Source: an optimization exercise on an open RTL-to-GDS flow (aim: small area and a short achievable clock period). Production flows keep margins and buffers that such runs may drop. The RTL was checked by simulation tests, not by an equivalence proof against the original design. No driver is modelled on the clock port, so clocking that relies on it looks cheaper here than on a real chip. Power is estimated from default activity; no workload was simulated.

`flow/flow/run.sh`:
```
#!/bin/bash
# Own flow: the standard synthesis, then the combinational cells are
# re-mapped by ABC (flip-flops kept as they are, same names and cells); the standard flow's
# standard layout with small port buffers. After clock tree synthesis the
# output registers' clock pins get a short buffer chain of their own, so they
# are clocked a little later than the input registers (skew that helps the
# register-to-register paths; it only lengthens the paths to the outputs).
set -euo pipefail
HERE=$(pwd)
R=$HERE/orfs/results/$FLOW_PLATFORM/SMC_top/base
LIB=$FLOW_HOME/platforms/sky130hd/lib/sky130_fd_sc_hd__tt_025C_1v80.lib
source $HERE/flow/params.sh
bash standard.sh synth > synth_std.log 2>&1
cp $R/1_2_yosys.v $HERE/synth_std.v
DU=$(grep -A40 "DONT_USE_CELLS +=" $FLOW_HOME/platforms/sky130hd/config.mk | grep -o "sky130_fd_sc_hd__[a-z0-9_]*" | sed 's/^/-dont_use /' | tr '\n' ' ')
cat > resynth.ys <<EOT
read_liberty -ignore_miss_func $LIB
blackbox sky130_fd_sc_hd__dfxtp_1
read_verilog $HERE/synth_std.v
hierarchy -top $FLOW_TOP
flatten
opt_clean
abc -script $HERE/flow/resynth.abc -liberty $LIB $DU -D $ABC_D
opt_clean -purge
hilomap -singleton -hicell sky130_fd_sc_hd__conb_1 HI -locell sky130_fd_sc_hd__conb_1 LO
stat -liberty $LIB
write_verilog -noattr -nohex -nodec $HERE/synth_re.v
EOT
yosys -s resynth.ys > resynth.log 2>&1
cp $HERE/synth_re.v $R/1_2_yosys.v
rm -f $R/1_synth.odb $R/1_synth.sdc
bash standard.sh "BUFFER_PORTS_ARGS=$PORT_BUF_ARGS" ${CTS_ARGS:+"CTS_ARGS=$CTS_ARGS"} $EXTRA_MAKE cts > layout_cts.log 2>&1
if [[ -n "$SKEW_CELLS" ]]; then
  # SKEW_CELLS: candidate chains separated by ';'. Each is tried on the placed
  # design; the one that leaves the largest worst setup slack (with no hold
  # violation) is kept.
  cp $R/4_cts.odb $HERE/4_cts_noskew.odb
  best=""; best_ws=-1000; i=0
  IFS=';' read -ra CANDS <<< "$SKEW_CELLS"
  for chain in "${CANDS[@]}"; do
    i=$((i+1))
    cp $HERE/4_cts_noskew.odb $R/4_cts.odb
    R=$R LIB=$LIB SKEW_CELLS="$chain" HOLD_FIX="${HOLD_FIX:-}" RR_DERATE=${RR_DERATE:-0} ROOT_REGS="${ROOT_REGS:-}" PRE_REPAIR="${PRE_REPAIR:-}" SKEW_WRITE=0 openroad -no_init -exit $HERE/flow/skew.tcl > skew_try$i.log 2>&1 || true
    res=$(grep '^RESULT' skew_try$i.log | tail -1 || true)
    ws=$(echo "$res" | awk '{print $2}'); wh=$(echo "$res" | awk '{print $3}')
    echo "candidate $i {$chain}: $res" >> skew_choice.log
    if [[ -n "$ws" ]] && awk -v ws="$ws" -v wh="$wh" -v b="$best_ws" 'BEGIN { exit !(wh >= 0 && ws > b) }'; then
      best="$chain"; best_ws=$ws
    fi
  done
  echo "chosen {$best}" >> skew_choice.log
  cp $HERE/4_cts_noskew.odb $R/4_cts.odb
  if [[ -n "$best" ]]; then
    R=$R LIB=$LIB SKEW_CELLS="$best" HOLD_FIX="${HOLD_FIX:-}" RR_DERATE=${RR_DERATE:-0} ROOT_REGS="${ROOT_REGS:-}" PRE_REPAIR="${PRE_REPAIR:-}" SKEW_WRITE=1 openroad -no_init -exit $HERE/flow/skew.tcl > skew.log 2>&1
  fi
fi
bash standard.sh "BUFFER_PORTS_ARGS=$PORT_BUF_ARGS" ${CTS_ARGS:+"CTS_ARGS=$CTS_ARGS"} $EXTRA_MAKE ${FINISH_MAKE:-} finish > layout.log 2>&1
```
`flow/config.mk`:
```
export PLATFORM = sky130hd
export DESIGN_NAME = SMC_top
export DESIGN_NICKNAME = SMC_top
export VERILOG_FILES = /design/flow/design.v
export SDC_FILE = /design/flow/constraint.sdc
export NUM_CORES = 4
export LEC_CHECK = 0
export ABC_AREA = 1
export CAP_MARGIN = 20
export CORE_MARGIN = 2
export CORE_UTILIZATION = 40
export CTS_BUF_LIST = sky130_fd_sc_hd__clkbuf_8
export SLEW_MARGIN = 20
```
`flow/design.v`:
```
module SMC_top (
    input            clk,
    input      [1:0] mode,
    input      [2:0] Vgs0, Vgs1, Vgs2, Vgs3, Vgs4, Vgs5,
    input      [2:0] Vds0, Vds1, Vds2, Vds3, Vds4, Vds5,
    input      [2:0] W0, W1, W2, W3, W4, W5,
    output reg [9:0] out
);
    reg [1:0] r_mode;
    reg [2:0] r_Vgs0, r_Vgs1, r_Vgs2, r_Vgs3, r_Vgs4, r_Vgs5;
    reg [2:0] r_Vds0, r_Vds1, r_Vds2, r_Vds3, r_Vds4, r_Vds5;
    reg [2:0] r_W0, r_W1, r_W2, r_W3, r_W4, r_W5;
    wire [9:0] core_out;
    always @(posedge clk) begin
        r_mode <= mode;
        r_Vgs0 <= Vgs0; r_Vgs1 <= Vgs1; r_Vgs2 <= Vgs2;
        r_Vgs3 <= Vgs3; r_Vgs4 <= Vgs4; r_Vgs5 <= Vgs5;
        r_Vds0 <= Vds0; r_Vds1 <= Vds1; r_Vds2 <= Vds2;
        r_Vds3 <= Vds3; r_Vds4 <= Vds4; r_Vds5 <= Vds5;
        r_W0 <= W0; r_W1 <= W1; r_W2 <= W2;
        r_W3 <= W3; r_W4 <= W4; r_W5 <= W5;
        out <= core_out;
    end
    SMC core (
        .out(core_out), .mode(r_mode),
        .Vgs0(r_Vgs0), .Vgs1(r_Vgs1), .Vgs2(r_Vgs2), .Vgs3(r_Vgs3), .Vgs4(r_Vgs4), .Vgs5(r_Vgs5),
        .Vds0(r_Vds0), .Vds1(r_Vds1), .Vds2(r_Vds2), .Vds3(r_Vds3), .Vds4(r_Vds4), .Vds5(r_Vds5),
        .W0(r_W0), .W1(r_W1), .W2(r_W2), .W3(r_W3), .W4(r_W4), .W5(r_W5)
    );
endmodule

module CalcLut(Vgs, Vds, yI, yG, y3I, y3G, y23I, y23G);
  input [2:0] Vgs;
  wire [2:0] Vgs;
  input [2:0] Vds;
  wire [2:0] Vds;
  output [5:0] yI;
  wire [5:0] yI;
  output [5:0] yG;
  wire [5:0] yG;
  output [3:0] y3I;
  wire [3:0] y3I;
  output [3:0] y3G;
  wire [3:0] y3G;
  output [4:0] y23I;
  wire [4:0] y23I;
  output [4:0] y23G;
  wire [4:0] y23G;
  wire _0_;
  wire _10_;
  wire _11_;
  wire _12_;
  wire _13_;
  wire _14_;
  wire _15_;
  wire _16_;
  wire _17_;
  wire _18_;
  wire _19_;
  wire _1_;
  wire _20_;
  wire _21_;
  wire _22_;
  wire _23_;
  wire _24_;
  wire _25_;
  wire _26_;
  wire _27_;
  wire _28_;
  wire _29_;
  wire _2_;
  wire _30_;
  wire _31_;
  wire _32_;
  wire _33_;
  wire _34_;
  wire _35_;
  wire _36_;
  wire _37_;
  wire _38_;
  wire _39_;
  wire _3_;
  wire _40_;
  wire _41_;
  wire _42_;
  wire _43_;
  wire _44_;
  wire _45_;
  wire _46_;
  wire _47_;
  wire _48_;
  wire _49_;
  wire _4_;
  wire _50_;
  wire _51_;
  wire _52_;
  wire _53_;
  wire _54_;
  wire _55_;
  wire _56_;
  wire _57_;
  wire _58_;
  wire _59_;
  wire _5_;
  wire _60_;
  wire _61_;
  wire _62_;
  wire _6_;
  wire _7_;
  wire _8_;
  wire _9_;
  assign _5_ = ~(_6_ | _34_);
  assign _4_ = ~(Vds[0] & Vds[1]);
  assign _3_ = _4_ & ~(Vds[2]);
  assign _2_ = _3_ | _31_;
  assign _1_ = Vgs[1] & ~(_2_);
  assign y23I[4] = _1_ & ~(_5_);
  assign _0_ = Vgs[0] | ~(Vds[2]);
  assign _62_ = _21_ & ~(_39_);
  assign _61_ = _0_ & ~(_62_);
  assign _60_ = Vgs[2] & ~(_61_);
  assign yI[3] = _60_ | _33_;
  assign _59_ = ~(_28_ | Vds[0]);
  assign _58_ = _28_ & ~(_32_);
  assign _57_ = ~(_58_ | _59_);
  assign _56_ = ~(_57_ | _62_);
  assign yG[1] = ~_56_;
  assign y23G[3] = yI[5] & ~(_36_);
  assign y23G[2] = ~(y23G[3] | _2_);
  assign _55_ = y23G[2] & _37_;
  assign _54_ = _25_ & ~(_7_);
  assign _53_ = _36_ & ~(_22_);
  assign _52_ = _53_ | _15_;
  assign _51_ = _52_ | _54_;
  assign y23I[1] = _51_ | _55_;
  assign _50_ = _3_ & ~(_22_);
  assign _49_ = Vgs[1] & ~(_26_);
  assign y23I[0] = _49_ | _50_;
  assign _48_ = _10_ | _20_;
  assign yI[2] = _5_ | ~(_48_);
  assign _47_ = _8_ & ~(yI[3]);
  assign _46_ = _48_ & ~(_47_);
  assign y23I[3] = _18_ & ~(_46_);
  assign yI[1] = Vgs[0] & ~(_56_);
  assign yG[2] = _12_ | ~(_34_);
  assign yG[3] = _22_ & ~(_9_);
  assign _45_ = _59_ & ~(yG[3]);
  assign _44_ = _56_ | _18_;
  assign _43_ = yG[2] | _31_;
  assign _42_ = ~(_43_ | _57_);
  assign y23G[0] = _42_ | ~(_44_);
  assign _41_ = _15_ | ~(_43_);
  assign _40_ = _41_ & ~(y23G[0]);
  assign y23G[1] = _40_ | _45_;
  assign _39_ = ~Vgs[1];
  assign _38_ = Vds[0] & Vgs[0];
  assign _37_ = _38_ | _39_;
  assign _36_ = ~Vds[1];
  assign _35_ = Vds[2] | ~(Vgs[2]);
  assign _34_ = _35_ | _36_;
  assign _33_ = _37_ & ~(_34_);
  assign _32_ = ~Vgs[0];
  assign _31_ = ~Vgs[2];
  assign _30_ = Vgs[1] & ~(Vds[1]);
  assign _29_ = Vds[2] & ~(_30_);
  assign _28_ = _29_ | _31_;
  assign _27_ = _28_ | _32_;
  assign _26_ = _27_ | _33_;
  assign _25_ = Vgs[1] & ~(_35_);
  assign _24_ = Vgs[0] | ~(Vds[0]);
  assign _23_ = _25_ & ~(_24_);
  assign _22_ = Vgs[1] | Vgs[0];
  assign _21_ = ~(Vds[1] | Vds[2]);
  assign _20_ = ~(_21_ | _22_);
  assign _19_ = ~(_20_ | _23_);
  assign y23I[2] = ~(_19_ & _26_);
  assign _18_ = Vgs[2] & ~(_21_);
  assign _17_ = ~(Vgs[1] & Vgs[0]);
  assign _16_ = Vds[1] & ~(_17_);
  assign _15_ = _31_ & ~(_17_);
  assign _14_ = _22_ & ~(_15_);
  assign _13_ = Vds[2] & ~(_14_);
  assign _12_ = _13_ | _16_;
  assign _11_ = _35_ & ~(_12_);
  assign _10_ = _11_ | _25_;
  assign _9_ = ~(Vgs[2] & Vds[2]);
  assign yI[5] = ~(_9_ | _17_);
  assign _8_ = _10_ & ~(yI[5]);
  assign yI[4] = _8_ & _18_;
  assign _7_ = Vgs[0] & ~(Vds[0]);
  assign _6_ = ~(_7_ | _23_);
  assign y23G[4] = 1'h0;
  assign y3G = { 1'h0, y23G[3:1] };
  assign y3I = y23I[4:1];
  assign { yG[5:4], yG[0] } = 3'h0;
  assign yI[0] = yG[1];
endmodule
module Calc(output [6:0] val, input m, input [2:0] Vgs, Vds, W);
    wire [5:0] yI, yG; wire [3:0] y3I, y3G; wire [4:0] y23I, y23G;
    CalcLut t(.Vgs(Vgs), .Vds(Vds), .yI(yI), .yG(yG), .y3I(y3I), .y3G(y3G), .y23I(y23I), .y23G(y23G));
    wire [5:0] y = m ? yI : yG; wire [3:0] y3 = m ? y3I : y3G; wire [4:0] y23 = m ? y23I : y23G;
    wire q2 = W[2] & W[1];
    wire q1 = ~q2 & (W[2] | (W[1] & W[0]));
    wire r1 = (W == 3'd1) | (W == 3'd4) | (W == 3'd7);
    wire r2 = (W == 3'd2) | (W == 3'd5);
    wire [6:0] A = ({7{q2}} & {y, 1'b0}) | ({7{q1}} & {1'b0, y});
    wire [4:0] B = ({5{r1}} & {1'b0, y3}) | ({5{r2}} & y23);
    assign val = A + B;
endmodule
module Cmp7(a, b, ge);
  input [6:0] a;
  wire [6:0] a;
  input [6:0] b;
  wire [6:0] b;
  output ge;
  wire ge;
  wire _0_;
  wire _10_;
  wire _11_;
  wire _12_;
  wire _13_;
  wire _14_;
  wire _15_;
  wire _16_;
  wire _17_;
  wire _18_;
  wire _19_;
  wire _1_;
  wire _20_;
  wire _21_;
  wire _22_;
  wire _23_;
  wire _2_;
  wire _3_;
  wire _4_;
  wire _5_;
  wire _6_;
  wire _7_;
  wire _8_;
  wire _9_;
  assign _8_ = a[6] | ~(b[6]);
  assign _7_ = b[6] | ~(a[6]);
  assign _6_ = a[5] | ~(b[5]);
  assign _5_ = b[5] | ~(a[5]);
  assign _4_ = a[4] | ~(b[4]);
  assign _3_ = b[4] | ~(a[4]);
  assign _2_ = a[3] | ~(b[3]);
  assign _1_ = b[1] | ~(a[1]);
  assign _0_ = a[0] | ~(b[0]);
  assign _23_ = _1_ & ~(_0_);
  assign _22_ = b[2] & ~(a[2]);
  assign _21_ = b[1] & ~(a[1]);
  assign _20_ = _21_ | _22_;
  assign _19_ = _20_ | _23_;
  assign _18_ = a[3] & ~(b[3]);
  assign _17_ = a[2] & ~(b[2]);
  assign _16_ = _17_ | _18_;
  assign _15_ = _19_ & ~(_16_);
  assign _9_ = _2_ & ~(_15_);
  assign _10_ = _3_ & ~(_9_);
  assign _11_ = _4_ & ~(_10_);
  assign _12_ = _5_ & ~(_11_);
  assign _13_ = _6_ & ~(_12_);
  assign _14_ = _7_ & ~(_13_);
  assign ge = _8_ & ~(_14_);
endmodule
module Dec5(b, top, sp, sq, sr);
  input [4:0] b;
  wire [4:0] b;
  input top;
  wire top;
  output sp;
  wire sp;
  output sq;
  wire sq;
  output sr;
  wire sr;
  wire _0_;
  wire _10_;
  wire _11_;
  wire _12_;
  wire _13_;
  wire _14_;
  wire _15_;
  wire _16_;
  wire _17_;
  wire _18_;
  wire _19_;
  wire _1_;
  wire _20_;
  wire _2_;
  wire _3_;
  wire _4_;
  wire _5_;
  wire _6_;
  wire _7_;
  wire _8_;
  wire _9_;
  assign _11_ = b[2] & b[4];
  assign _10_ = b[0] ^ b[1];
  assign _9_ = ~(_10_ ^ b[3]);
  assign _8_ = b[2] ^ b[4];
  assign _7_ = _8_ & ~(_9_);
  assign _6_ = _7_ | _11_;
  assign _5_ = b[0] | b[1];
  assign _4_ = _10_ & ~(b[3]);
  assign _3_ = _5_ & ~(_4_);
  assign _2_ = _3_ & _6_;
  assign _1_ = _2_ ^ top;
  assign _0_ = ~(_8_ ^ _9_);
  assign _20_ = ~(_0_ ^ top);
  assign _19_ = ~(_3_ ^ _6_);
  assign _12_ = ~(_19_ & _20_);
  assign sq = _1_ & ~(_12_);
  assign _13_ = ~(_0_ & top);
  assign _14_ = _19_ | ~(_0_);
  assign _15_ = _3_ | _6_;
  assign _16_ = top & ~(_15_);
  assign _17_ = _14_ & ~(_16_);
  assign sp = _13_ & ~(_17_);
  assign _18_ = _16_ | _20_;
  assign sr = _1_ & ~(_18_);
endmodule
module Sort(
    output [5:0] sp, sq, sr,
    input top,
    input [6:0] n0, n1, n2, n3, n4, n5);
    wire g01;   
    Cmp7 k01(.a(n0), .b(n1), .ge(g01));
    wire g02;   
    Cmp7 k02(.a(n0), .b(n2), .ge(g02));
    wire g03;   
    Cmp7 k03(.a(n0), .b(n3), .ge(g03));
    wire g04;   
    Cmp7 k04(.a(n0), .b(n4), .ge(g04));
    wire g05;   
    Cmp7 k05(.a(n0), .b(n5), .ge(g05));
    wire g12;   
    Cmp7 k12(.a(n1), .b(n2), .ge(g12));
    wire g13;   
    Cmp7 k13(.a(n1), .b(n3), .ge(g13));
    wire g14;   
    Cmp7 k14(.a(n1), .b(n4), .ge(g14));
    wire g15;   
    Cmp7 k15(.a(n1), .b(n5), .ge(g15));
    wire g23;   
    Cmp7 k23(.a(n2), .b(n3), .ge(g23));
    wire g24;   
    Cmp7 k24(.a(n2), .b(n4), .ge(g24));
    wire g25;   
    Cmp7 k25(.a(n2), .b(n5), .ge(g25));
    wire g34;   
    Cmp7 k34(.a(n3), .b(n4), .ge(g34));
    wire g35;   
    Cmp7 k35(.a(n3), .b(n5), .ge(g35));
    wire g45;   
    Cmp7 k45(.a(n4), .b(n5), .ge(g45));
    Dec5 d0(.b({~g05, ~g04, ~g03, ~g02, ~g01}), .top(top), .sp(sp[0]), .sq(sq[0]), .sr(sr[0]));
    Dec5 d1(.b({~g15, ~g14, ~g13, ~g12, g01}), .top(top), .sp(sp[1]), .sq(sq[1]), .sr(sr[1]));
    Dec5 d2(.b({~g25, ~g24, ~g23, g12, g02}), .top(top), .sp(sp[2]), .sq(sq[2]), .sr(sr[2]));
    Dec5 d3(.b({~g35, ~g34, g23, g13, g03}), .top(top), .sp(sp[3]), .sq(sq[3]), .sr(sr[3]));
    Dec5 d4(.b({~g45, g34, g24, g14, g04}), .top(top), .sp(sp[4]), .sq(sq[4]), .sr(sr[4]));
    Dec5 d5(.b({g45, g35, g25, g15, g05}), .top(top), .sp(sp[5]), .sq(sq[5]), .sr(sr[5]));
endmodule
module Choose(out, w, sp, sq, sr, n0, n1, n2, n3, n4, n5);
  output [9:0] out;
  wire [9:0] out;
  input w;
  wire w;
  input [5:0] sp;
  wire [5:0] sp;
  input [5:0] sq;
  wire [5:0] sq;
  input [5:0] sr;
  wire [5:0] sr;
  input [6:0] n0;
  wire [6:0] n0;
  input [6:0] n1;
  wire [6:0] n1;
  input [6:0] n2;
  wire [6:0] n2;
  input [6:0] n3;
  wire [6:0] n3;
  input [6:0] n4;
  wire [6:0] n4;
  input [6:0] n5;
  wire [6:0] n5;
  wire _0_;
  wire _100_;
  wire _101_;
  wire _102_;
  wire _103_;
  wire _104_;
  wire _105_;
  wire _106_;
  wire _107_;
  wire _108_;
  wire _109_;
  wire _10_;
  wire _110_;
  wire _111_;
  wire _112_;
  wire _113_;
  wire _114_;
  wire _115_;
  wire _116_;
  wire _117_;
  wire _118_;
  wire _119_;
  wire _11_;
  wire _120_;
  wire _121_;
  wire _122_;
  wire _123_;
  wire _124_;
  wire _125_;
  wire _126_;
  wire _127_;
  wire _128_;
  wire _129_;
  wire _12_;
  wire _130_;
  wire _131_;
  wire _132_;
  wire _133_;
  wire _134_;
  wire _135_;
  wire _136_;
  wire _137_;
  wire _138_;
  wire _139_;
  wire _13_;
  wire _140_;
  wire _141_;
  wire _142_;
  wire _143_;
  wire _144_;
  wire _145_;
  wire _146_;
  wire _147_;
  wire _148_;
  wire _149_;
  wire _14_;
  wire _150_;
  wire _151_;
  wire _152_;
  wire _153_;
  wire _154_;
  wire _155_;
  wire _156_;
  wire _157_;
  wire _158_;
  wire _159_;
  wire _15_;
  wire _160_;
  wire _161_;
  wire _162_;
  wire _163_;
  wire _164_;
  wire _165_;
  wire _166_;
  wire _167_;
  wire _168_;
  wire _169_;
  wire _16_;
  wire _170_;
  wire _171_;
  wire _172_;
  wire _173_;
  wire _174_;
  wire _175_;
  wire _176_;
  wire _177_;
  wire _178_;
  wire _179_;
  wire _17_;
  wire _180_;
  wire _181_;
  wire _182_;
  wire _183_;
  wire _184_;
  wire _185_;
  wire _186_;
  wire _187_;
  wire _188_;
  wire _189_;
  wire _18_;
  wire _190_;
  wire _191_;
  wire _192_;
  wire _193_;
  wire _194_;
  wire _195_;
  wire _196_;
  wire _197_;
  wire _198_;
  wire _199_;
  wire _19_;
  wire _1_;
  wire _200_;
  wire _201_;
  wire _202_;
  wire _203_;
  wire _204_;
  wire _205_;
  wire _206_;
  wire _207_;
  wire _208_;
  wire _209_;
  wire _20_;
  wire _210_;
  wire _211_;
  wire _212_;
  wire _213_;
  wire _214_;
  wire _215_;
  wire _216_;
  wire _217_;
  wire _218_;
  wire _219_;
  wire _21_;
  wire _220_;
  wire _221_;
  wire _222_;
  wire _223_;
  wire _224_;
  wire _225_;
  wire _226_;
  wire _227_;
  wire _228_;
  wire _229_;
  wire _22_;
  wire _230_;
  wire _231_;
  wire _232_;
  wire _233_;
  wire _234_;
  wire _235_;
  wire _236_;
  wire _237_;
  wire _238_;
  wire _239_;
  wire _23_;
  wire _240_;
  wire _241_;
  wire _242_;
  wire _243_;
  wire _244_;
  wire _245_;
  wire _246_;
  wire _247_;
  wire _248_;
  wire _249_;
  wire _24_;
  wire _250_;
  wire _251_;
  wire _252_;
  wire _253_;
  wire _254_;
  wire _255_;
  wire _256_;
  wire _257_;
  wire _258_;
  wire _259_;
  wire _25_;
  wire _260_;
  wire _261_;
  wire _262_;
  wire _263_;
  wire _264_;
  wire _265_;
  wire _266_;
  wire _267_;
  wire _268_;
  wire _269_;
  wire _26_;
  wire _270_;
  wire _271_;
  wire _272_;
  wire _273_;
  wire _274_;
  wire _275_;
  wire _276_;
  wire _277_;
  wire _278_;
  wire _279_;
  wire _27_;
  wire _280_;
  wire _281_;
  wire _282_;
  wire _283_;
  wire _284_;
  wire _285_;
  wire _286_;
  wire _287_;
  wire _288_;
  wire _289_;
  wire _28_;
  wire _290_;
  wire _291_;
  wire _292_;
  wire _293_;
  wire _294_;
  wire _295_;
  wire _296_;
  wire _297_;
  wire _298_;
  wire _299_;
  wire _29_;
  wire _2_;
  wire _300_;
  wire _301_;
  wire _302_;
  wire _303_;
  wire _304_;
  wire _305_;
  wire _306_;
  wire _307_;
  wire _308_;
  wire _309_;
  wire _30_;
  wire _310_;
  wire _311_;
  wire _312_;
  wire _313_;
  wire _314_;
  wire _315_;
  wire _316_;
  wire _317_;
  wire _318_;
  wire _319_;
  wire _31_;
  wire _320_;
  wire _321_;
  wire _322_;
  wire _323_;
  wire _324_;
  wire _325_;
  wire _326_;
  wire _327_;
  wire _328_;
  wire _329_;
  wire _32_;
  wire _330_;
  wire _331_;
  wire _332_;
  wire _333_;
  wire _334_;
  wire _335_;
  wire _336_;
  wire _337_;
  wire _338_;
  wire _339_;
  wire _33_;
  wire _340_;
  wire _341_;
  wire _342_;
  wire _343_;
  wire _344_;
  wire _345_;
  wire _346_;
  wire _347_;
  wire _348_;
  wire _349_;
  wire _34_;
  wire _350_;
  wire _351_;
  wire _352_;
  wire _353_;
  wire _354_;
  wire _355_;
  wire _356_;
  wire _357_;
  wire _358_;
  wire _359_;
  wire _35_;
  wire _360_;
  wire _361_;
  wire _362_;
  wire _363_;
  wire _364_;
  wire _365_;
  wire _366_;
  wire _367_;
  wire _368_;
  wire _369_;
  wire _36_;
  wire _370_;
  wire _371_;
  wire _372_;
  wire _373_;
  wire _374_;
  wire _375_;
  wire _376_;
  wire _377_;
  wire _378_;
  wire _379_;
  wire _37_;
  wire _380_;
  wire _381_;
  wire _382_;
  wire _383_;
  wire _384_;
  wire _38_;
  wire _39_;
  wire _3_;
  wire _40_;
  wire _41_;
  wire _42_;
  wire _43_;
  wire _44_;
  wire _45_;
  wire _46_;
  wire _47_;
  wire _48_;
  wire _49_;
  wire _4_;
  wire _50_;
  wire _51_;
  wire _52_;
  wire _53_;
  wire _54_;
  wire _55_;
  wire _56_;
  wire _57_;
  wire _58_;
  wire _59_;
  wire _5_;
  wire _60_;
  wire _61_;
  wire _62_;
  wire _63_;
  wire _64_;
  wire _65_;
  wire _66_;
  wire _67_;
  wire _68_;
  wire _69_;
  wire _6_;
  wire _70_;
  wire _71_;
  wire _72_;
  wire _73_;
  wire _74_;
  wire _75_;
  wire _76_;
  wire _77_;
  wire _78_;
  wire _79_;
  wire _7_;
  wire _80_;
  wire _81_;
  wire _82_;
  wire _83_;
  wire _84_;
  wire _85_;
  wire _86_;
  wire _87_;
  wire _88_;
  wire _89_;
  wire _8_;
  wire _90_;
  wire _91_;
  wire _92_;
  wire _93_;
  wire _94_;
  wire _95_;
  wire _96_;
  wire _97_;
  wire _98_;
  wire _99_;
  wire _9_;
  wire _c115;
  wire _c116;
  wire _c117;
  wire _c118;
  wire _c119;
  wire _c120;
  wire _c121;
  wire _c122;
  wire _c22;
  wire _c61;
  assign _313_ = ~(n5[0] & sr[5]);
  assign _312_ = n0[0] & sr[0];
  assign _311_ = _313_ & ~(_312_);
  assign _310_ = n3[0] & sr[3];
  assign _309_ = n4[0] & sr[4];
  assign _308_ = _309_ | _310_;
  assign _307_ = n1[0] & sr[1];
  assign _306_ = n2[0] & sr[2];
  assign _305_ = _306_ | _307_;
  assign _304_ = _305_ | _308_;
  assign _303_ = _311_ & ~(_304_);
  assign _302_ = w & ~(_303_);
  assign _301_ = ~(n4[1] & sp[4]);
  assign _300_ = n0[1] & sp[0];
  assign _299_ = _301_ & ~(_300_);
  assign _298_ = n2[1] & sp[2];
  assign _297_ = n5[1] & sp[5];
  assign _296_ = _297_ | _298_;
  assign _295_ = n3[1] & sp[3];
  assign _294_ = n1[1] & sp[1];
  assign _293_ = _294_ | _295_;
  assign _292_ = _293_ | _296_;
  assign _291_ = _299_ & ~(_292_);
  assign _290_ = ~(sr[4] & n4[1]);
  assign _289_ = sr[0] & n0[1];
  assign _288_ = _290_ & ~(_289_);
  assign _287_ = sr[5] & n5[1];
  assign _286_ = sr[3] & n3[1];
  assign _285_ = _286_ | _287_;
  assign _284_ = sr[2] & n2[1];
  assign _283_ = sr[1] & n1[1];
  assign _282_ = _283_ | _284_;
  assign _281_ = _282_ | _285_;
  assign _280_ = _288_ & ~(_281_);
  assign _279_ = _280_ ^ _291_;
  assign _278_ = ~(sq[5] & n5[1]);
  assign _277_ = sq[1] & n1[1];
  assign _276_ = _278_ & ~(_277_);
  assign _275_ = sq[2] & n2[1];
  assign _274_ = sq[3] & n3[1];
  assign _273_ = _274_ | _275_;
  assign _272_ = sq[4] & n4[1];
  assign _271_ = sq[0] & n0[1];
  assign _270_ = _271_ | _272_;
  assign _269_ = _270_ | _273_;
  assign _268_ = _276_ & ~(_269_);
  assign _267_ = _268_ | w;
  assign _266_ = ~(n3[0] & sp[3]);
  assign _265_ = n0[0] & sp[0];
  assign _264_ = _266_ & ~(_265_);
  assign _263_ = n4[0] & sp[4];
  assign _262_ = n5[0] & sp[5];
  assign _261_ = _262_ | _263_;
  assign _260_ = n2[0] & sp[2];
  assign _259_ = n1[0] & sp[1];
  assign _258_ = _259_ | _260_;
  assign _257_ = _258_ | _261_;
  assign _256_ = _264_ & ~(_257_);
  assign _255_ = w & ~(_256_);
  assign _254_ = _267_ & ~(_255_);
  assign _253_ = _254_ ^ _279_;
  assign _252_ = _256_ | _303_;
  assign _251_ = ~w;
  assign _250_ = ~(n4[0] & sq[4]);
  assign _249_ = n2[0] & sq[2];
  assign _248_ = _250_ & ~(_249_);
  assign _247_ = n3[0] & sq[3];
  assign _246_ = n5[0] & sq[5];
  assign _245_ = _246_ | _247_;
  assign _244_ = n1[0] & sq[1];
  assign _243_ = n0[0] & sq[0];
  assign _242_ = _243_ | _244_;
  assign _241_ = _242_ | _245_;
  assign _240_ = _248_ & ~(_241_);
  assign _239_ = _251_ & ~(_240_);
  assign _238_ = ~(_256_ ^ _303_);
  assign _237_ = _239_ & ~(_238_);
  assign _236_ = _252_ & ~(_237_);
  assign _235_ = _236_ | _253_;
  assign _234_ = ~(n2[2] & sp[2]);
  assign _233_ = n1[2] & sp[1];
  assign _232_ = _234_ & ~(_233_);
  assign _231_ = n5[2] & sp[5];
  assign _230_ = n4[2] & sp[4];
  assign _229_ = _230_ | _231_;
  assign _228_ = n0[2] & sp[0];
  assign _227_ = n3[2] & sp[3];
  assign _226_ = _227_ | _228_;
  assign _225_ = _226_ | _229_;
  assign _224_ = _232_ & ~(_225_);
  assign _223_ = ~(n2[2] & sr[2]);
  assign _222_ = n1[2] & sr[1];
  assign _221_ = _223_ & ~(_222_);
  assign _220_ = n5[2] & sr[5];
  assign _219_ = n3[2] & sr[3];
  assign _218_ = _219_ | _220_;
  assign _217_ = n0[2] & sr[0];
  assign _216_ = n4[2] & sr[4];
  assign _215_ = _216_ | _217_;
  assign _214_ = _215_ | _218_;
  assign _213_ = _221_ & ~(_214_);
  assign _212_ = _213_ ^ _224_;
  assign _211_ = ~(n5[2] & sq[5]);
  assign _210_ = n0[2] & sq[0];
  assign _209_ = _211_ & ~(_210_);
  assign _208_ = n3[2] & sq[3];
  assign _207_ = n4[2] & sq[4];
  assign _206_ = _207_ | _208_;
  assign _205_ = n2[2] & sq[2];
  assign _204_ = n1[2] & sq[1];
  assign _203_ = _204_ | _205_;
  assign _202_ = _203_ | _206_;
  assign _201_ = _209_ & ~(_202_);
  assign _200_ = _201_ | w;
  assign _199_ = w & ~(_291_);
  assign _198_ = _200_ & ~(_199_);
  assign _197_ = _198_ ^ _212_;
  assign _196_ = w & ~(_240_);
  assign _195_ = _280_ | _291_;
  assign _194_ = _279_ & ~(_254_);
  assign _193_ = _195_ & ~(_194_);
  assign _192_ = ~(_193_ ^ _196_);
  assign _191_ = _192_ ^ _197_;
  assign _190_ = ~(_191_ ^ _235_);
  assign _c115 = ~(_190_ ^ _302_);
  assign _189_ = w & ~(_280_);
  assign _188_ = _196_ | ~(_193_);
  assign _187_ = _192_ & _197_;
  assign _186_ = _188_ & ~(_187_);
  assign _185_ = _186_ ^ _189_;
  assign _184_ = ~(n3[3] & sr[3]);
  assign _183_ = n2[3] & sr[2];
  assign _182_ = _184_ & ~(_183_);
  assign _181_ = n5[3] & sr[5];
  assign _180_ = n4[3] & sr[4];
  assign _179_ = _180_ | _181_;
  assign _178_ = n0[3] & sr[0];
  assign _177_ = n1[3] & sr[1];
  assign _176_ = _177_ | _178_;
  assign _175_ = _176_ | _179_;
  assign _174_ = _182_ & ~(_175_);
  assign _173_ = ~(n4[3] & sp[4]);
  assign _172_ = n2[3] & sp[2];
  assign _171_ = _173_ & ~(_172_);
  assign _170_ = n5[3] & sp[5];
  assign _169_ = n3[3] & sp[3];
  assign _168_ = _169_ | _170_;
  assign _167_ = n0[3] & sp[0];
  assign _166_ = n1[3] & sp[1];
  assign _165_ = _166_ | _167_;
  assign _164_ = _165_ | _168_;
  assign _163_ = _171_ & ~(_164_);
  assign _162_ = _163_ ^ _174_;
  assign _161_ = ~(n1[3] & sq[1]);
  assign _160_ = n3[3] & sq[3];
  assign _159_ = _161_ & ~(_160_);
  assign _158_ = n5[3] & sq[5];
  assign _157_ = n4[3] & sq[4];
  assign _156_ = _157_ | _158_;
  assign _155_ = n0[3] & sq[0];
  assign _154_ = n2[3] & sq[2];
  assign _153_ = _154_ | _155_;
  assign _152_ = _153_ | _156_;
  assign _151_ = _159_ & ~(_152_);
  assign _150_ = _151_ | w;
  assign _149_ = w & ~(_224_);
  assign _148_ = _150_ & ~(_149_);
  assign _147_ = _148_ ^ _162_;
  assign _146_ = w & ~(_268_);
  assign _145_ = _213_ | _224_;
  assign _144_ = _212_ & ~(_198_);
  assign _143_ = _145_ & ~(_144_);
  assign _142_ = ~(_143_ ^ _146_);
  assign _141_ = _142_ ^ _147_;
  assign _140_ = _141_ ^ _185_;
  assign _139_ = _191_ | _235_;
  assign _138_ = _302_ & ~(_190_);
  assign _137_ = _139_ & ~(_138_);
  assign _c116 = _137_ ^ _140_;
  assign _136_ = _137_ | _140_;
  assign _135_ = _186_ | _189_;
  assign _134_ = _141_ & _185_;
  assign _133_ = _134_ | ~(_135_);
  assign _132_ = w & ~(_213_);
  assign _131_ = _146_ | ~(_143_);
  assign _130_ = _142_ & _147_;
  assign _129_ = _131_ & ~(_130_);
  assign _128_ = _129_ ^ _132_;
  assign _127_ = ~(n2[4] & sr[2]);
  assign _126_ = n3[4] & sr[3];
  assign _125_ = _127_ & ~(_126_);
  assign _124_ = n5[4] & sr[5];
  assign _123_ = n4[4] & sr[4];
  assign _122_ = _123_ | _124_;
  assign _121_ = n1[4] & sr[1];
  assign _120_ = n0[4] & sr[0];
  assign _119_ = _120_ | _121_;
  assign _118_ = _119_ | _122_;
  assign _117_ = _125_ & ~(_118_);
  assign _116_ = ~(n3[4] & sp[3]);
  assign _115_ = n2[4] & sp[2];
  assign _114_ = _116_ & ~(_115_);
  assign _113_ = n5[4] & sp[5];
  assign _112_ = n4[4] & sp[4];
  assign _111_ = _112_ | _113_;
  assign _110_ = n0[4] & sp[0];
  assign _109_ = n1[4] & sp[1];
  assign _108_ = _109_ | _110_;
  assign _107_ = _108_ | _111_;
  assign _106_ = _114_ & ~(_107_);
  assign _105_ = _106_ ^ _117_;
  assign _104_ = ~(n3[4] & sq[3]);
  assign _103_ = n2[4] & sq[2];
  assign _102_ = _104_ & ~(_103_);
  assign _101_ = n5[4] & sq[5];
  assign _100_ = n4[4] & sq[4];
  assign _99_ = _100_ | _101_;
  assign _98_ = n0[4] & sq[0];
  assign _97_ = n1[4] & sq[1];
  assign _96_ = _97_ | _98_;
  assign _95_ = _96_ | _99_;
  assign _94_ = _102_ & ~(_95_);
  assign _93_ = _94_ | w;
  assign _92_ = w & ~(_163_);
  assign _91_ = _93_ & ~(_92_);
  assign _90_ = _91_ ^ _105_;
  assign _89_ = w & ~(_201_);
  assign _88_ = _163_ | _174_;
  assign _87_ = _162_ & ~(_148_);
  assign _86_ = _88_ & ~(_87_);
  assign _85_ = ~(_86_ ^ _89_);
  assign _84_ = _85_ ^ _90_;
  assign _83_ = ~(_84_ ^ _128_);
  assign _82_ = _83_ ^ _133_;
  assign _c117 = _82_ ^ _136_;
  assign _81_ = ~(n1[5] & sr[1]);
  assign _80_ = n3[5] & sr[3];
  assign _79_ = _81_ & ~(_80_);
  assign _78_ = n4[5] & sr[4];
  assign _77_ = n5[5] & sr[5];
  assign _76_ = _77_ | _78_;
  assign _75_ = n0[5] & sr[0];
  assign _74_ = n2[5] & sr[2];
  assign _73_ = _74_ | _75_;
  assign _72_ = _73_ | _76_;
  assign _71_ = _79_ & ~(_72_);
  assign _70_ = ~(n1[5] & sp[1]);
  assign _69_ = n4[5] & sp[4];
  assign _68_ = _70_ & ~(_69_);
  assign _67_ = n3[5] & sp[3];
  assign _66_ = n5[5] & sp[5];
  assign _65_ = _66_ | _67_;
  assign _64_ = n0[5] & sp[0];
  assign _63_ = n2[5] & sp[2];
  assign _62_ = _63_ | _64_;
  assign _61_ = _62_ | _65_;
  assign _60_ = _68_ & ~(_61_);
  assign _59_ = _60_ ^ _71_;
  assign _58_ = ~(n1[5] & sq[1]);
  assign _57_ = n3[5] & sq[3];
  assign _56_ = _58_ & ~(_57_);
  assign _55_ = n4[5] & sq[4];
  assign _54_ = n5[5] & sq[5];
  assign _53_ = _54_ | _55_;
  assign _52_ = n0[5] & sq[0];
  assign _51_ = n2[5] & sq[2];
  assign _50_ = _51_ | _52_;
  assign _49_ = _50_ | _53_;
  assign _48_ = _56_ & ~(_49_);
  assign _47_ = _48_ | w;
  assign _46_ = w & ~(_106_);
  assign _45_ = _47_ & ~(_46_);
  assign _44_ = ~(_45_ ^ _59_);
  assign _43_ = w & ~(_151_);
  assign _42_ = _106_ | _117_;
  assign _41_ = _105_ & ~(_91_);
  assign _40_ = _42_ & ~(_41_);
  assign _39_ = ~(_40_ ^ _43_);
  assign _38_ = ~(_39_ ^ _44_);
  assign _37_ = w & ~(_174_);
  assign _36_ = _89_ | ~(_86_);
  assign _35_ = _85_ & _90_;
  assign _34_ = _36_ & ~(_35_);
  assign _33_ = _34_ ^ _37_;
  assign _32_ = ~(_33_ ^ _38_);
  assign _31_ = _129_ | _132_;
  assign _30_ = _84_ & _128_;
  assign _29_ = _31_ & ~(_30_);
  assign _28_ = _29_ ^ _32_;
  assign _27_ = _133_ & ~(_83_);
  assign _26_ = _136_ & ~(_82_);
  assign _25_ = _26_ | _27_;
  assign _c118 = ~(_25_ ^ _28_);
  assign _24_ = ~(n5[6] & sp[5]);
  assign _23_ = n2[6] & sp[2];
  assign _22_ = _24_ & ~(_23_);
  assign _21_ = n4[6] & sp[4];
  assign _20_ = n3[6] & sp[3];
  assign _19_ = _20_ | _21_;
  assign _18_ = n0[6] & sp[0];
  assign _17_ = n1[6] & sp[1];
  assign _16_ = _17_ | _18_;
  assign _15_ = _16_ | _19_;
  assign _14_ = _22_ & ~(_15_);
  assign _13_ = n1[6] & sr[1];
  assign _12_ = n3[6] & sr[3];
  assign _11_ = ~(_12_ | _13_);
  assign _10_ = n4[6] & sr[4];
  assign _9_ = n5[6] & sr[5];
  assign _8_ = _9_ | _10_;
  assign _7_ = n0[6] & sr[0];
  assign _6_ = n2[6] & sr[2];
  assign _5_ = _6_ | _7_;
  assign _4_ = _5_ | _8_;
  assign _3_ = _11_ & ~(_4_);
  assign _2_ = _3_ ^ _14_;
  assign _1_ = ~(n2[6] & sq[2]);
  assign _0_ = n3[6] & sq[3];
  assign _384_ = _1_ & ~(_0_);
  assign _383_ = n5[6] & sq[5];
  assign _382_ = n4[6] & sq[4];
  assign _381_ = _382_ | _383_;
  assign _380_ = n0[6] & sq[0];
  assign _379_ = n1[6] & sq[1];
  assign _378_ = _379_ | _380_;
  assign _377_ = _378_ | _381_;
  assign _376_ = _384_ & ~(_377_);
  assign _375_ = _376_ | w;
  assign _374_ = w & ~(_60_);
  assign _373_ = _375_ & ~(_374_);
  assign _372_ = ~(_373_ ^ _2_);
  assign _371_ = _94_ | _251_;
  assign _370_ = ~(_60_ & _71_);
  assign _369_ = _45_ & _59_;
  assign _368_ = _370_ & ~(_369_);
  assign _367_ = ~(_368_ ^ _371_);
  assign _366_ = ~(_367_ ^ _372_);
  assign _365_ = w & ~(_117_);
  assign _364_ = ~_365_;
  assign _363_ = _43_ & ~(_40_);
  assign _362_ = _39_ & _44_;
  assign _361_ = ~(_362_ | _363_);
  assign _360_ = _361_ ^ _364_;
  assign _359_ = _360_ ^ _366_;
  assign _358_ = _34_ | _37_;
  assign _357_ = _33_ & _38_;
  assign _356_ = _358_ & ~(_357_);
  assign _355_ = ~(_356_ ^ _359_);
  assign _354_ = ~(_29_ & _32_);
  assign _353_ = _28_ & ~(_25_);
  assign _352_ = _354_ & ~(_353_);
  assign _c119 = ~(_352_ ^ _355_);
  assign _351_ = _14_ ^ _48_;
  assign _350_ = _351_ ^ _71_;
  assign _349_ = w & ~(_350_);
  assign _348_ = _371_ | ~(_368_);
  assign _347_ = _367_ & _372_;
  assign _346_ = _348_ & ~(_347_);
  assign _345_ = ~(_346_ ^ _349_);
  assign _344_ = ~(_3_ & _14_);
  assign _343_ = _373_ & _2_;
  assign _342_ = _344_ & ~(_343_);
  assign _341_ = ~(_342_ ^ _345_);
  assign _314_ = ~(_361_ & _364_);
  assign _315_ = _360_ & _366_;
  assign _316_ = _314_ & ~(_315_);
  assign _317_ = ~(_316_ ^ _341_);
  assign _318_ = _359_ | ~(_356_);
  assign _319_ = _355_ & ~(_352_);
  assign _320_ = _318_ & ~(_319_);
  assign _c120 = ~(_320_ ^ _317_);
  assign _321_ = ~(_376_ ^ _3_);
  assign _322_ = ~(_14_ & _48_);
  assign _323_ = _351_ & _71_;
  assign _324_ = _322_ & ~(_323_);
  assign _325_ = _324_ ^ _321_;
  assign _326_ = w & ~(_325_);
  assign _327_ = _349_ & ~(_346_);
  assign _328_ = _342_ & _345_;
  assign _329_ = _328_ | _327_;
  assign _330_ = _341_ | ~(_316_);
  assign _331_ = _317_ & ~(_320_);
  assign _332_ = _330_ & ~(_331_);
  assign _333_ = ~(_332_ ^ _329_);
  assign _c121 = _333_ ^ _326_;
  assign _334_ = _329_ & ~(_332_);
  assign _335_ = _333_ & _326_;
  assign _336_ = _335_ | _334_;
  assign _337_ = _324_ | _321_;
  assign _338_ = _376_ & _3_;
  assign _339_ = _338_ | _251_;
  assign _340_ = _337_ & ~(_339_);
  assign _c122 = _340_ ^ _336_;
  assign _c61 = _236_ ^ _253_;
  assign _c22 = ~(_238_ ^ _239_);
  assign out = { _c122, _c121, _c120, _c119, _c118, _c117, _c116, _c115, _c61, _c22 };
endmodule
module SMC(output [9:0] out,
           input [1:0] mode,
           input [2:0] Vgs0, Vgs1, Vgs2, Vgs3, Vgs4, Vgs5,
           input [2:0] Vds0, Vds1, Vds2, Vds3, Vds4, Vds5,
           input [2:0] W0, W1, W2, W3, W4, W5
           );
    wire [6:0] n0, n1, n2, n3, n4, n5;
    Calc c0(.val(n0), .m(mode[0]), .Vgs(Vgs0), .Vds(Vds0), .W(W0));
    Calc c1(.val(n1), .m(mode[0]), .Vgs(Vgs1), .Vds(Vds1), .W(W1));
    Calc c2(.val(n2), .m(mode[0]), .Vgs(Vgs2), .Vds(Vds2), .W(W2));
    Calc c3(.val(n3), .m(mode[0]), .Vgs(Vgs3), .Vds(Vds3), .W(W3));
    Calc c4(.val(n4), .m(mode[0]), .Vgs(Vgs4), .Vds(Vds4), .W(W4));
    Calc c5(.val(n5), .m(mode[0]), .Vgs(Vgs5), .Vds(Vds5), .W(W5));
    wire [5:0] sp, sq, sr;
    Sort sort_val(.sp(sp), .sq(sq), .sr(sr), .top(mode[1]),
                  .n0(n0), .n1(n1), .n2(n2), .n3(n3), .n4(n4), .n5(n5));
    Choose choose_out(.out(out), .w(mode[0]), .sp(sp), .sq(sq), .sr(sr),
                      .n0(n0), .n1(n1), .n2(n2), .n3(n3), .n4(n4), .n5(n5));
endmodule
```
`flow/flow/params.sh`:
```
ABC_D=7500
PORT_BUF_ARGS="-buffer_cell sky130_fd_sc_hd__buf_1"
EXTRA_MAKE=""
SKEW_CELLS="sky130_fd_sc_hd__clkdlybuf4s50_1 sky130_fd_sc_hd__clkbuf_8;sky130_fd_sc_hd__clkdlybuf4s50_1 sky130_fd_sc_hd__clkdlybuf4s25_1 sky130_fd_sc_hd__clkbuf_8;sky130_fd_sc_hd__clkdlybuf4s50_1 sky130_fd_sc_hd__clkdlybuf4s50_1 sky130_fd_sc_hd__clkbuf_8;sky130_fd_sc_hd__clkdlybuf4s50_1 sky130_fd_sc_hd__clkdlybuf4s50_1 sky130_fd_sc_hd__clkdlybuf4s15_1 sky130_fd_sc_hd__clkbuf_8;sky130_fd_sc_hd__clkdlybuf4s50_1 sky130_fd_sc_hd__clkdlybuf4s50_1 sky130_fd_sc_hd__clkdlybuf4s25_1 sky130_fd_sc_hd__clkbuf_8;sky130_fd_sc_hd__clkdlybuf4s50_1 sky130_fd_sc_hd__clkdlybuf4s50_1 sky130_fd_sc_hd__clkdlybuf4s50_1 sky130_fd_sc_hd__clkbuf_8;sky130_fd_sc_hd__clkdlybuf4s50_1 sky130_fd_sc_hd__clkdlybuf4s50_1 sky130_fd_sc_hd__clkdlybuf4s50_1 sky130_fd_sc_hd__clkdlybuf4s15_1 sky130_fd_sc_hd__clkbuf_8"
HOLD_FIX="sky130_fd_sc_hd__dlygate4sd3_1 0.15 1.0"
RR_DERATE=0.5
CTS_ARGS="-sink_clustering_enable -repair_clock_nets -dont_use_dummy_load -buf_list sky130_fd_sc_hd__clkbuf_8"
PRE_REPAIR=1.0
```
`flow/flow/resynth.abc`:
```
strash; dch; map -D 7500; topo; buffer -p; upsize -D 7500; dnsize -D 7500
```
`flow/standard.sh`:
```
#!/bin/bash
# synth_recipe.tcl (not shown) runs the flow's synth.tcl, then flattens the netlist and writes it again
# the make line also repeats each setting of config.mk as NAME=value (left out here)
make -C /OpenROAD-flow-scripts/flow DESIGN_CONFIG=/design/flow/config.mk WORK_HOME=/design/flow/orfs CLKGATE_MAP_FILE= SYNTH_SCRIPT=/design/flow/synth_recipe.tcl "${@:-finish}"
```
`flow/flow/skew.tcl`:
```
# Give the output registers (out[*]) a clock branch of their own: a chain of
# the cells in SKEW_CELLS (first nearest the clock tree), the last one driving
# all of their clock pins. Edits 4_cts.odb in place.
proc load {} {
  read_db $::env(R)/4_cts.odb
  read_liberty $::env(LIB)
  read_sdc $::env(R)/4_cts.sdc
  set_propagated_clock [all_clocks]
  source $::env(FLOW_HOME)/platforms/sky130hd/setRC.tcl
  estimate_parasitics -placement
}
proc apply_chain {chain} {
  # PRE_REPAIR d: first speed up the register-to-register paths (before the
  # skew is added) until their worst slack has improved by d ns, or as far as
  # the resizer gets.
  if {[info exists ::env(PRE_REPAIR)] && $::env(PRE_REPAIR) ne ""} {
    set rr0 [get_property [lindex [find_timing_paths -to [all_registers -data_pins] -path_delay max] 0] slack]
    set_dont_use [get_lib_cells {sky130_fd_sc_hd__probe_p_8 sky130_fd_sc_hd__probec_p_8 sky130_fd_sc_hd__lpflow_*}]
    repair_timing -setup -setup_margin [expr {$rr0 + $::env(PRE_REPAIR)}] -repair_tns 100 -sequence "unbuffer,sizeup,swap,buffer"
    detailed_placement
    estimate_parasitics -placement
    set rr1 [get_property [lindex [find_timing_paths -to [all_registers -data_pins] -path_delay max] 0] slack]
    puts "pre-repair: reg-to-reg worst slack $rr0 -> $rr1"
  }
  # ROOT_REGS: registers whose clock pins move to the clock tree's root
  # buffer output (earlier clock than the tree's leaves).
  if {[info exists ::env(ROOT_REGS)] && $::env(ROOT_REGS) ne ""} {
    set cp [get_pins -of_objects [get_nets clk] -filter "direction == input"]
    set root [get_cells -of_objects $cp]
    set rnet [get_nets -of_objects [get_pins -of_objects $root -filter "direction == output"]]
    puts "root buffer [get_full_name $root] net [get_full_name $rnet]"
    foreach rn $::env(ROOT_REGS) {
      foreach c [get_cells $rn] {
        set it [[sta::sta_to_db_inst $c] findITerm CLK]
        $it disconnect
        $it connect [sta::sta_to_db_net $rnet]
        puts "moved [get_full_name $c] to the root clock net"
      }
    }
    estimate_parasitics -placement
  }
  set pins {}
  set xs 0; set ys 0
  foreach c [get_cells *] {
    if {[regexp {^out\[} [get_full_name $c]] && [string match "sky130_fd_sc_hd__dfxtp_*" [get_property $c ref_name]]} {
      lappend pins [get_pins -of_objects $c -filter "name == CLK"]
      set bb [[sta::sta_to_db_inst $c] getBBox]
      set xs [expr {$xs + [$bb xMin]}]; set ys [expr {$ys + [$bb yMin]}]
    }
  }
  set n [llength $pins]
  puts "output registers: $n"
  set loc [list [expr {$xs / $n / 1000.0}] [expr {$ys / $n / 1000.0}]]
  puts "before:"
  report_clock_skew
  set tip $pins
  set diff 1
  foreach cell [lreverse $chain] {
    if {$diff} {
      insert_buffer -buffer_cell $cell -load_pins $tip -load_pins_on_diff_nets -location $loc
    } else {
      insert_buffer -buffer_cell $cell -load_pins $tip -location $loc
    }
    set diff 0
    set drv [get_pins -of_objects [get_nets -of_objects [lindex $tip 0]] -filter "direction == output"]
    set buf [get_cells -of_objects $drv]
    puts "inserted [get_full_name $buf] ([get_property $buf ref_name])"
    set tip [list [get_pins -of_objects $buf -filter "direction == input"]]
  }
  detailed_placement
  estimate_parasitics -placement
  # Hold: the mode registers reach the outputs both through long paths and
  # through short ones. Delay only the short branches (loads whose paths have
  # setup slack to spare), so that the long paths keep the skew's gain.
  proc mode_loads {net} {
    set out {}
    foreach p [get_pins -of_objects $net -filter "direction == input"] {
      set c [get_cells -of_objects $p]
      if {[regexp {^sky130_fd_sc_hd__(buf|clkbuf|inv|clkinv)_} [get_property $c ref_name]]} {
        set o [get_pins -of_objects $c -filter "direction == output"]
        set out [concat $out [mode_loads [get_nets -of_objects $o]]]
      } else {
        lappend out $p
      }
    }
    return $out
  }
  if {[info exists ::env(HOLD_FIX)] && $::env(HOLD_FIX) ne ""} {
    lassign $::env(HOLD_FIX) hold_cell hold_target setup_guard
    set ws [worst_slack -max]; puts "worst setup slack $ws"
    for {set round 0} {$round < 3} {incr round} {
      set ws [worst_slack -max]
      foreach r [get_cells r_mode*] {
        set q [get_pins -of_objects $r -filter "direction == output"]
        set pick {}
        foreach p [mode_loads [get_nets -of_objects $q]] {
          set smin [get_property $p slack_min]
          set smax [get_property $p slack_max]
          if {$smin < $hold_target && $smax > $ws + $setup_guard} { lappend pick $p; puts "  pick [get_full_name $p] min $smin max $smax" }
        }
        puts "[get_full_name $r]: [llength $pick] short-path loads delayed"
        # one delay cell per net, so that every load keeps the signal (and the
        # polarity) it had
        set bynet [dict create]
        foreach p $pick { dict lappend bynet [get_full_name [get_nets -of_objects $p]] $p }
        dict for {nn ps} $bynet {
          insert_buffer -buffer_cell $hold_cell -load_pins $ps
        }
      }
      detailed_placement
      estimate_parasitics -placement
      if {[worst_slack -min] >= $hold_target} { break }
    }
    detailed_placement
    estimate_parasitics -placement
  }
}
load
apply_chain $::env(SKEW_CELLS)
set rr [get_property [lindex [find_timing_paths -to [all_registers -data_pins] -path_delay max] 0] slack]
set ou [get_property [lindex [find_timing_paths -to [all_outputs] -path_delay max] 0] slack]
puts "RESULT [expr {min($rr - $::env(RR_DERATE), $ou)}] [worst_slack -min] $rr $ou"
if {$::env(SKEW_WRITE) eq "0"} { exit 0 }
check_placement -verbose
puts "after:"
report_clock_skew
report_checks -path_delay max -digits 3
puts "reg2reg:"
report_checks -path_delay max -to [all_registers -data_pins] -digits 3 -format end
report_checks -path_delay min -digits 3
report_checks -to [all_outputs] -path_delay max -digits 3
write_db $::env(R)/4_cts.odb
```
`flow/constraint.sdc`:
```
create_clock -name core_clock -period 30.0 [get_ports {clk}]
set_input_delay 6.0000 -clock core_clock [delete_from_list [all_inputs] [get_ports {clk}]]
set_output_delay 6.0000 -clock core_clock [all_outputs]
set_load 0.01 [all_outputs]
```
==> results by group <==
Place
  – Pre-CTS setup slack: 20.10 ns
  – IO Port Bufs: 66
  – Routability congestion estimate: 1.04
  – HPWL Detailed: 21.5 mm

Setup path
  – CP max stage cell: nor2_1
  – Setup CP Type: register to register
  – Critical path launch point type: register
  – Critical Path Max Stage Delay: 0.48 ns
  – Most used cell, CP: inv_1
  – CP Capture Type: register
  – Worst Path Max Fanout: 7
  – Critical Path RT: 31.45 ns
  – Critical Path AT: 9.46 ns

Flow run
  – Max Cap Viol: 0

Timing
  – RSZ-0062 raised after global routing: false
  – Total negative slack: 0 ns
  – Final setup margin: 21.99 ns
  – Min Hold Slack: 0.158 ns
  – Fin. max-slew vios: 0
  – Least-Margin Pin Slew: 0.942 ns
  – Rel. slew slack: 0.367
  – Final setup violation count: 0
  – Period minus WS final: 8.01 ns
  – Worst clock skew: 1.17 ns
  – Final Hold Fails: 0
  – Fmax achieved: 125 MHz
  – Tcrit/Tclk final: 0.267

Drt
  – 1st-iter DRT viols: 982
  – DRC Markers: 0
  – Pre-Repair DR Iteration Count: 7
  – Mean routed wirelength per cell: 14.0 um
  – WL final: 27.2 mm
  – Via Count: 10700
  – Vias per inst: 5.53
  – Antenna Nets Post-Route: 0

Clock network
  – TritonCTS Buffers: 9
  – CTS resizes: 0
  – Post-CTS Repair Setup Buffers: 0
  – CTS root buf: clkbuf_8
  – CTS max path bufs: 2
  – # hold bufs at CTS: 0
  – Worst-path clk slew: 0.07 ns
  – CTS tree: done
  – H-tree Lvls: 3
  – Clock sinks: 66
  – Clock Latency Late Sink: 1.51 ns

Floorplanning
  – Cell Rows: 53
  – Chip width: 151 um
  – Initial Util: 0.409
  – Die H: 151 um
  – Die area: 22800 sq um
  – Io pins: 67
  – Core area: 21200 sq um

Synthesis
  – Cell Area, Synth: 8660 sq um
  – YS warnings: 1
  – Avg Cell Area, Syn: 5.45 sq um
  – Cells after Synth: 1589
  – Syn_nets: 1646

Global routing
  – Met1 global-route usage: 0.318
  – First-pass GRT wire length: 45.1 mm
  – GRT Util Overall: 0.239
  – Busiest grt layer: met2
  – Met3 Track Usage GR: 0.0361
  – Number of global-route vias before repair: 9631
  – Largest net degree at the start of global routing: 55
  – Initial antenna violation count: 0
  – Gr ovfl total: 0
  – Met2 Use GR: 0.395

Hold path
  – Hold WC Path Type: register to register

Finish
  – Ant. Diodes: 0
  – Area delta synth->final: 10.0%
  – Fin nets: 1727
  – Utilization after layout: 0.450
  – Share of post-route cells with drive strength above 1: 0.0294

Power
  – PD cells: 120 nW/um^2
  – VDD IR max: 103 uV
  – Total power: 1.14 mW
  – Leakage: 4.57 nW

Outcome
  – Status: complete, no violations
through the flow:
step	instances	instance area (sq um)
3_3_place_gp	1926	9260
6_report	1943	9530
5_1_grt	1943	9530
2_1_floorplan	1589	8660
3_5_place_dp	1926	9260
4_1_cts	1935	9380
cell usage in the layout (no fill, tap or decap), drive strengths merged, types with 28 or more instances in the layout:
master and count:
nor2 300, o21ai 123, nor3 43, inv 302, o22ai 40, xor2 36
o221ai 56, nand2 290, a22oi 28, nand3 37, a21oi 120, buf 76
dfxtp 66
path summary, 6_finish.rpt:
kind	endpoint	start	slack (ns)	cells past startpoint
worst max register to register	out[9]	r_Vds3[1]	21.99	62
worst min-delay path	out[9]	r_Vgs4[1]	0.16	8
worst max-delay path	out[9]	r_Vds3[1]	21.99	62
worst min register to register	out[9]	r_Vgs4[1]	0.16	8
power by group:
group,internal [mW],switching (mW)
Combinational,0.343,0.614
Sequential,0.108,0.00573
Clock,0.0340,0.0352
metal layers:
metal / part of all wire / vias up
li1: - / 5502
met4: 0.022 / 0
met1: 0.46 / 4714
met3: 0.071 / 55
met2: 0.45 / 470
met5: 0 / -
final cells by class:
| class | count | area (sq um) |
|---|---|---|
| clock buffers | 12 | 158 |
| fillers | 2303 | 11600 |
| inverters | 303 | 1140 |
| multi-input cells | 1210 | 6230 |
| flip-flops and latches | 66 | 1320 |
| well taps | 275 | 344 |
| repair buffers | 77 | 337 |
sequential cells by signal, indices dropped and copies added, names as in the netlist, 3 cells and up:
register / count
r_Vds2: 3
r_Vds5: 3
r_Vgs4: 3
r_W4: 3
r_Vds0: 3
r_Vgs5: 3
r_W5: 3
r_Vgs1: 3
r_Vgs3: 3
r_Vds4: 3
r_Vgs0: 3
r_W1: 3
r_W3: 3
r_Vgs2: 3
out: 10
r_W0: 3
r_W2: 3
r_Vds3: 3
r_Vds1: 3
critical path: cells and delay by family (launching register included):
family	cells	cell delay, ns
AO/OA/AOI/OAI	24	4.25
XOR/XNOR	4	0.69
adder cells (fa/ha/maj)	1	0.22
buffers and inverters	11	0.98
flip-flops	1	0.45
AND/OR/NAND/NOR	22	2.47

==> re-timing with driven ports <==
In the flow no input, the clock included, has a driving cell. The finished layout below was timed again as built, in two steps. Step 1 sets driving cells, clkbuf_16 on the clock port and buf_2 on the other inputs (assumed; they add their load-dependent delay and slew). Step 2, shift: input delay + t, output delay - t, t = (earliest + latest rising clock arrival at the registers) / 2. This alone moves slack from input paths to output paths. Three values: ideal, step 1, step 2; two values: the first two.
shift t [ns]: 0.972
setup WS [ns]: 21.990 / 21.960 / 21.990
worst setup path after step 2: register to register
clock arrival spread, ns: 1.167 / 1.167
Clock arrivals are far apart in this run, so t is only a midpoint there and step 2 fits no single register. For this run, drivers alone change the setup slack by -0.030 ns; drivers and shift together by 0.000 ns.
